Source: an optimization exercise on an open RTL-to-GDS flow (aim: small area). Production flows keep margins and buffers that such runs may drop.
At most, simulation tests tie the RTL to the original design; equivalence was not proved.
The clock port is modelled as an ideal driver, which makes a skipped or thinned clock tree look cheaper than it is; a real chip needs a root buffer or a tree.
No activity file was given, so power comes from the tool's default toggle rates.

run 1:
## main
module main(
    input car_in,
    input [2:0] car_out,
    input clk_in,
    input rst,
    output wire door_open,
    output wire full_signal,
    output reg [3:0] state,
    output wire [4:0] seg_select,
    output reg [7:0] seg_data,
    output tmp
);
clock: 10.0 ns
lec_check: 0
abc_area: 1
cap_margin: 20
core_margin: 2
core_utilization: 70
slew_margin: 20
standard.sh (not shown) runs the stock make flow with config.mk's settings and CLKGATE_MAP_FILE= SYNTH_SCRIPT=/design/flow/synth_recipe.tcl, a recipe that flattens the netlist after the stock synthesis.
==> flow/flow/run.sh <==
#!/bin/bash
# ORFS layout as the standard.sh runs it, with these changes:
#  - synthesis maps logic with an area-oriented ABC script (flow/abc_area.script)
#    and without the separate adder mapping (ADDER_MAP_FILE empty); the rest of
#    the standard synthesis, and so every register, is unchanged
#  - port buffers use the smallest buffer cell
#  - one tie cell drives all constant outputs
#  - a lighter clock tree (no dummy loads, clkbuf_8 leaves)
set -euo pipefail
WD=$(pwd)
rm -rf "$WD/scripts_mod"
cp -r "$FLOW_HOME/scripts" "$WD/scripts_mod"
cp "$WD/flow/abc_area.script" "$WD/scripts_mod/abc_area.script"
export BUFFER_PORTS_ARGS="-buffer_cell sky130_fd_sc_hd__buf_1"
export CTS_ARGS="-sink_clustering_enable -repair_clock_nets -dont_use_dummy_load -buf_list sky130_fd_sc_hd__clkbuf_8 -sink_clustering_size 16 -sink_clustering_max_diameter 60"
bash standard.sh SCRIPTS_DIR="$WD/scripts_mod" ADDER_MAP_FILE= SKIP_REPAIR_TIE_FANOUT=1 finish > "$WD/standard_flow.log" 2>&1
==> flow/flow/abc_area.script <==
strash
balance
rewrite
refactor
balance
rewrite
rewrite -z
balance
refactor -z
rewrite -z
balance
balance
rewrite
refactor
balance
rewrite
rewrite -z
balance
refactor -z
rewrite -z
balance
&get -n
&dch -f
&nf -R 1000
&put
topo
dnsize -c
What run 2 does differently from run 1 at the input level:
Settings: a change of CORE_UTILIZATION from 70 to 40.
==> comparison <==
- Looking at the reports, run 2 completed the entire flow and the layout it produced met the timing, design-rule and antenna checks.
- Status: portion of netlist area occupied by mux cells parity (run 2, run 1)
- Final cell utilization of the core in run 2 is 31 points below run 1.
- Wire length went down slightly going from run 1 to run 2.
[inputs] run 3 vs run 2
diff --git a/flow/flow/run.sh b/flow/flow/run.sh
--- a/flow/flow/run.sh
+++ b/flow/flow/run.sh
@@ -8 +8 @@
-#  - a lighter clock tree (no dummy loads, clkbuf_8 leaves)
+#  - a lighter clock tree (no dummy loads, clkbuf_16 leaves)
@@ -15 +15 @@
-export CTS_ARGS="-sink_clustering_enable -repair_clock_nets -dont_use_dummy_load -buf_list sky130_fd_sc_hd__clkbuf_8 -sink_clustering_size 16 -sink_clustering_max_diameter 60"
+export CTS_ARGS="-sink_clustering_enable -repair_clock_nets -dont_use_dummy_load -buf_list sky130_fd_sc_hd__clkbuf_16 -sink_clustering_size 50 -sink_clustering_max_diameter 300"
Results
- Run 3 and run 2 ended up with roughly the same final critical delay including setup and external delays.
- Taking run 2 as the reference, in run 3 max-slew violation count stayed essentially flat, share of power burned in combinational logic fell by 0.3 points, wire length stayed essentially flat, global-route usage stayed essentially flat.
No functional check of the RTL was part of any run of this note.

========
run A:
Another version of the RTL of main (not shown whole).
For scale: ~230 cells after synthesis, roughly 49 flip-flops.
==> flow/config.mk <==
export PLATFORM = sky130hd
export DESIGN_NAME = main
export DESIGN_NICKNAME = main
export VERILOG_FILES = /design/flow/design.v
export SDC_FILE = /design/flow/constraint.sdc
export NUM_CORES = 4
export LEC_CHECK = 0
export ABC_AREA = 1
export CAP_MARGIN = 20
export CORE_MARGIN = 2
export CORE_UTILIZATION = 70
export SLEW_MARGIN = 20
==> flow/constraint.sdc <==
create_clock -name core_clock -period 10.0 [get_ports {clk_in}]
set_input_delay 2.0000 -clock core_clock [delete_from_list [all_inputs] [get_ports {clk_in}]]
set_output_delay 2.0000 -clock core_clock [all_outputs]
set_load 0.01 [all_outputs]
==> flow/flow/run.sh <==
#!/bin/bash
# ORFS layout as the standard.sh runs it, with these changes:
#  - synthesis maps logic with area-oriented ABC scripts (flow/abc/*.script)
#    and without the separate adder mapping (ADDER_MAP_FILE empty): the
#    synthesis is run once per script and the script giving the smallest
#    cell area (synthesis buffers excluded) is used for the layout. The rest of
#    the standard synthesis, and so every register, is unchanged.
#  - port buffers use the smallest buffer cell
#  - one tie cell drives all constant outputs
#  - the clock tree is a few leaf buffers driven by the clock port, one per
#    group of nearby flip-flops (flow/kbuf.tcl, run in place of
#    clock_tree_synthesis through ORFS's PRE_CTS_TCL hook)
# Each tool's output goes to a log file in this folder.
set -euo pipefail
WD=$(pwd)
rm -rf "$WD/scripts_mod"
cp -r "$FLOW_HOME/scripts" "$WD/scripts_mod"

best=""
best_area=""
for s in "$WD"/flow/abc/*.script; do
  k=$(basename "$s" .script)
  rm -rf "$WD/try_$k" "$WD/scripts_$k"
  cp -r "$WD/scripts_mod" "$WD/scripts_$k"
  cp "$s" "$WD/scripts_$k/abc_area.script"
  bash standard.sh SCRIPTS_DIR="$WD/scripts_$k" ADDER_MAP_FILE= WORK_HOME="$WD/try_$k" synth > "$WD/synth_try_$k.log" 2>&1 &
done
wait
for s in "$WD"/flow/abc/*.script; do
  k=$(basename "$s" .script)
  stat="$WD/try_$k/reports/$FLOW_PLATFORM/main/base/synth_stat.txt"
  [[ -f "$stat" ]] || continue
  a=$(awk '/sky130_fd_sc_hd__/ && !/__buf_|__clkbuf_/ {a+=$2} END {printf "%.4f", a}' "$stat")
  echo "script $k: area $a" >> "$WD/synth_choice.log"
  if [[ -z "$best" ]] || awk -v a="$a" -v b="$best_area" 'BEGIN {exit !(a < b)}'; then
    best=$k; best_area=$a
  fi
done
echo "chosen: $best ($best_area)" >> "$WD/synth_choice.log"
cp "$WD/flow/abc/$best.script" "$WD/scripts_mod/abc_area.script"
rm -rf "$WD"/try_* "$WD"/scripts_s*

export BUFFER_PORTS_ARGS="-buffer_cell sky130_fd_sc_hd__buf_1"
export PRE_CTS_TCL="$WD/flow/kbuf.tcl"
export CLK_BUF=sky130_fd_sc_hd__buf_6
export CLK_GROUPS=3
bash standard.sh SCRIPTS_DIR="$WD/scripts_mod" ADDER_MAP_FILE= SKIP_REPAIR_TIE_FANOUT=1 finish > "$WD/standard_flow.log" 2>&1
==> flow/flow/kbuf.tcl <==
# Clock tree of a few leaf buffers: the flip-flops are split into
# $::env(CLK_GROUPS) groups by position (k-means) and each group gets one
# $::env(CLK_BUF) placed at its centroid; the clock port drives the leaf
# buffers directly. Runs in place of clock_tree_synthesis.
proc clock_tree_synthesis {args} {
  set cell $::env(CLK_BUF)
  set k $::env(CLK_GROUPS)
  set block [ord::get_db_block]
  set master [[ord::get_db] findMaster $cell]
  set clk_name [get_full_name [lindex [sta::get_property [lindex [sta::all_clocks] 0] sources] 0]]
  set clknet [$block findNet $clk_name]
  set sinks {}
  foreach it [$clknet getITerms] {
    set bb [[$it getInst] getBBox]
    lappend sinks [list $it [expr {([$bb xMin] + [$bb xMax]) / 2.0}] [expr {([$bb yMin] + [$bb yMax]) / 2.0}]]
  }
  set n [llength $sinks]
  # k-means, seeded with sinks spread along the sorted x order
  set sorted [lsort -real -index 1 $sinks]
  set cx {}; set cy {}
  for {set j 0} {$j < $k} {incr j} {
    set s [lindex $sorted [expr {int(($j + 0.5) * $n / $k)}]]
    lappend cx [lindex $s 1]; lappend cy [lindex $s 2]
  }
  for {set iter 0} {$iter < 50} {incr iter} {
    set assign {}
    foreach s $sinks {
      set best 0; set bd 1e30
      for {set j 0} {$j < $k} {incr j} {
        set d [expr {abs([lindex $s 1] - [lindex $cx $j]) + abs([lindex $s 2] - [lindex $cy $j])}]
        if {$d < $bd} { set bd $d; set best $j }
      }
      lappend assign $best
    }
    set nx {}; set ny {}
    for {set j 0} {$j < $k} {incr j} {
      set sx 0.0; set sy 0.0; set c 0
      foreach s $sinks a $assign { if {$a == $j} { set sx [expr {$sx + [lindex $s 1]}]; set sy [expr {$sy + [lindex $s 2]}]; incr c } }
      if {$c > 0} { lappend nx [expr {$sx / $c}]; lappend ny [expr {$sy / $c}] } else { lappend nx [lindex $cx $j]; lappend ny [lindex $cy $j] }
    }
    set cx $nx; set cy $ny
  }
  for {set j 0} {$j < $k} {incr j} {
    set net [odb::dbNet_create $block clknet_${j}_$clk_name]
    set inst [odb::dbInst_create $block $master clkbuf_${j}_$clk_name]
    [$inst findITerm A] connect $clknet
    [$inst findITerm X] connect $net
    $net setSigType CLOCK
    set c 0
    foreach s $sinks a $assign {
      if {$a == $j} { set it [lindex $s 0]; $it disconnect; $it connect $net; incr c }
    }
    $inst setLocation [expr {int([lindex $cx $j])}] [expr {int([lindex $cy $j])}]
    $inst setPlacementStatus PLACED
    puts "clock buffer $j ($cell) drives $c clock pins"
  }
  $clknet setSigType CLOCK
  set_propagated_clock [sta::all_clocks]
}
Other scripts of this flow, unchanged in this note and not shown: flow/flow/abc/s0.script, flow/flow/abc/s1.script, flow/flow/abc/s2.script, flow/flow/abc/s3.script, flow/flow/abc/s4.script, flow/flow/abc/s5.script
--- input diff run A..run B ---
--- a/flow/flow/run.sh
+++ b/flow/flow/run.sh
@@ -43,5 +43,5 @@
 export BUFFER_PORTS_ARGS="-buffer_cell sky130_fd_sc_hd__buf_1"
 export PRE_CTS_TCL="$WD/flow/kbuf.tcl"
-export CLK_BUF=sky130_fd_sc_hd__buf_6
+export CLK_BUF=sky130_fd_sc_hd__clkbuf_8
 export CLK_GROUPS=3
 bash standard.sh SCRIPTS_DIR="$WD/scripts_mod" ADDER_MAP_FILE= SKIP_REPAIR_TIE_FANOUT=1 finish > "$WD/standard_flow.log" 2>&1
Findings:
Run B ended with every stage complete and zero timing, DRC or antenna violations. Share of total power in the clock network, run B and run A, higher one = run B. Re aggregate global-route resource usage: no difference whatsoever between run B and run A. Comparing run A against run B, there is no change at all in proportion of synthesized chip area in sequential cells. Compared with run A, via count of the first global-routing pass in run B decreased slightly. Against run A as the reference, run B delivers a lower fraction of area in registers. Going from run A to run B, post-route total power +1.5%, met2 usage in global routing fell by 0.47 points. Diff run A..run B | antenna diode count | unchanged.
Relative to run B, the following input files were edited for run C:
Settings: putting GPL_TIMING_DRIVEN at 0 where nothing was set.
Findings:
- Diff run B -> run C: number of inserted filler cells in the final layout now smaller, largest clock skew in the final design now larger.
- Min number of cells on the critical path across run C and run B: run B
- Run C vs. run B: leakage component of the power went up by about 5.3%.
- Worst setup margin in run C is 90 ps lower than in run B
- Run C completed; timing, DRC and antenna clean
- Run C vs run B — switching share of power dropped 0.57 points.
- Going from run B to run C, synthesis-to-layout area growth rose by 3.6 points; half-perimeter wire length after detailed placement rose by 45 um; critical path data arrival time went up.
In every run of this note, the design's own scripts or RTL, not TritonCTS, make the clock network.

[static timing again, ports no longer ideal]
The results above use ideal ports. As a check the final layouts listed here were re-extracted and re-timed, cells and wires unchanged.
Step 1, drivers: a clkbuf_16 drives clk_in and a buf_2 each remaining input, both assumed.
Step 2 moves the port delays by t, midway between the first and last clock arrival at a register: inputs arrive t later, outputs are due t later. That takes back most of the time a late clock gives input paths.
a / b / c = ideal / step 1 / step 2; a / b = the first two.
run	shift t [ns]	setup WS [ns]	slew at the worst register clock pin (ns)	worst slew at a driven data input, ns
run 1	0.309	5.753 / 5.729 / 5.729	0.08 / 0.08	0.03
run 2	0.308	5.759 / 5.736 / 5.736	0.08 / 0.08	0.04
run 3	0.305	5.759 / 5.736 / 5.736	0.06 / 0.06	0.04
run A	0.176	5.758 / 5.734 / 5.734	0.11 / 0.11	0.03
run B	0.195	5.758 / 5.734 / 5.734	0.10 / 0.10	0.03
run C	0.192	5.668 / 5.643 / 5.643	0.10 / 0.10	0.03
After both steps setup and hold are still met in every run listed. The setup slack of run C, which loses most, moves by -0.025 ns with the drivers and by -0.025 ns with both steps.
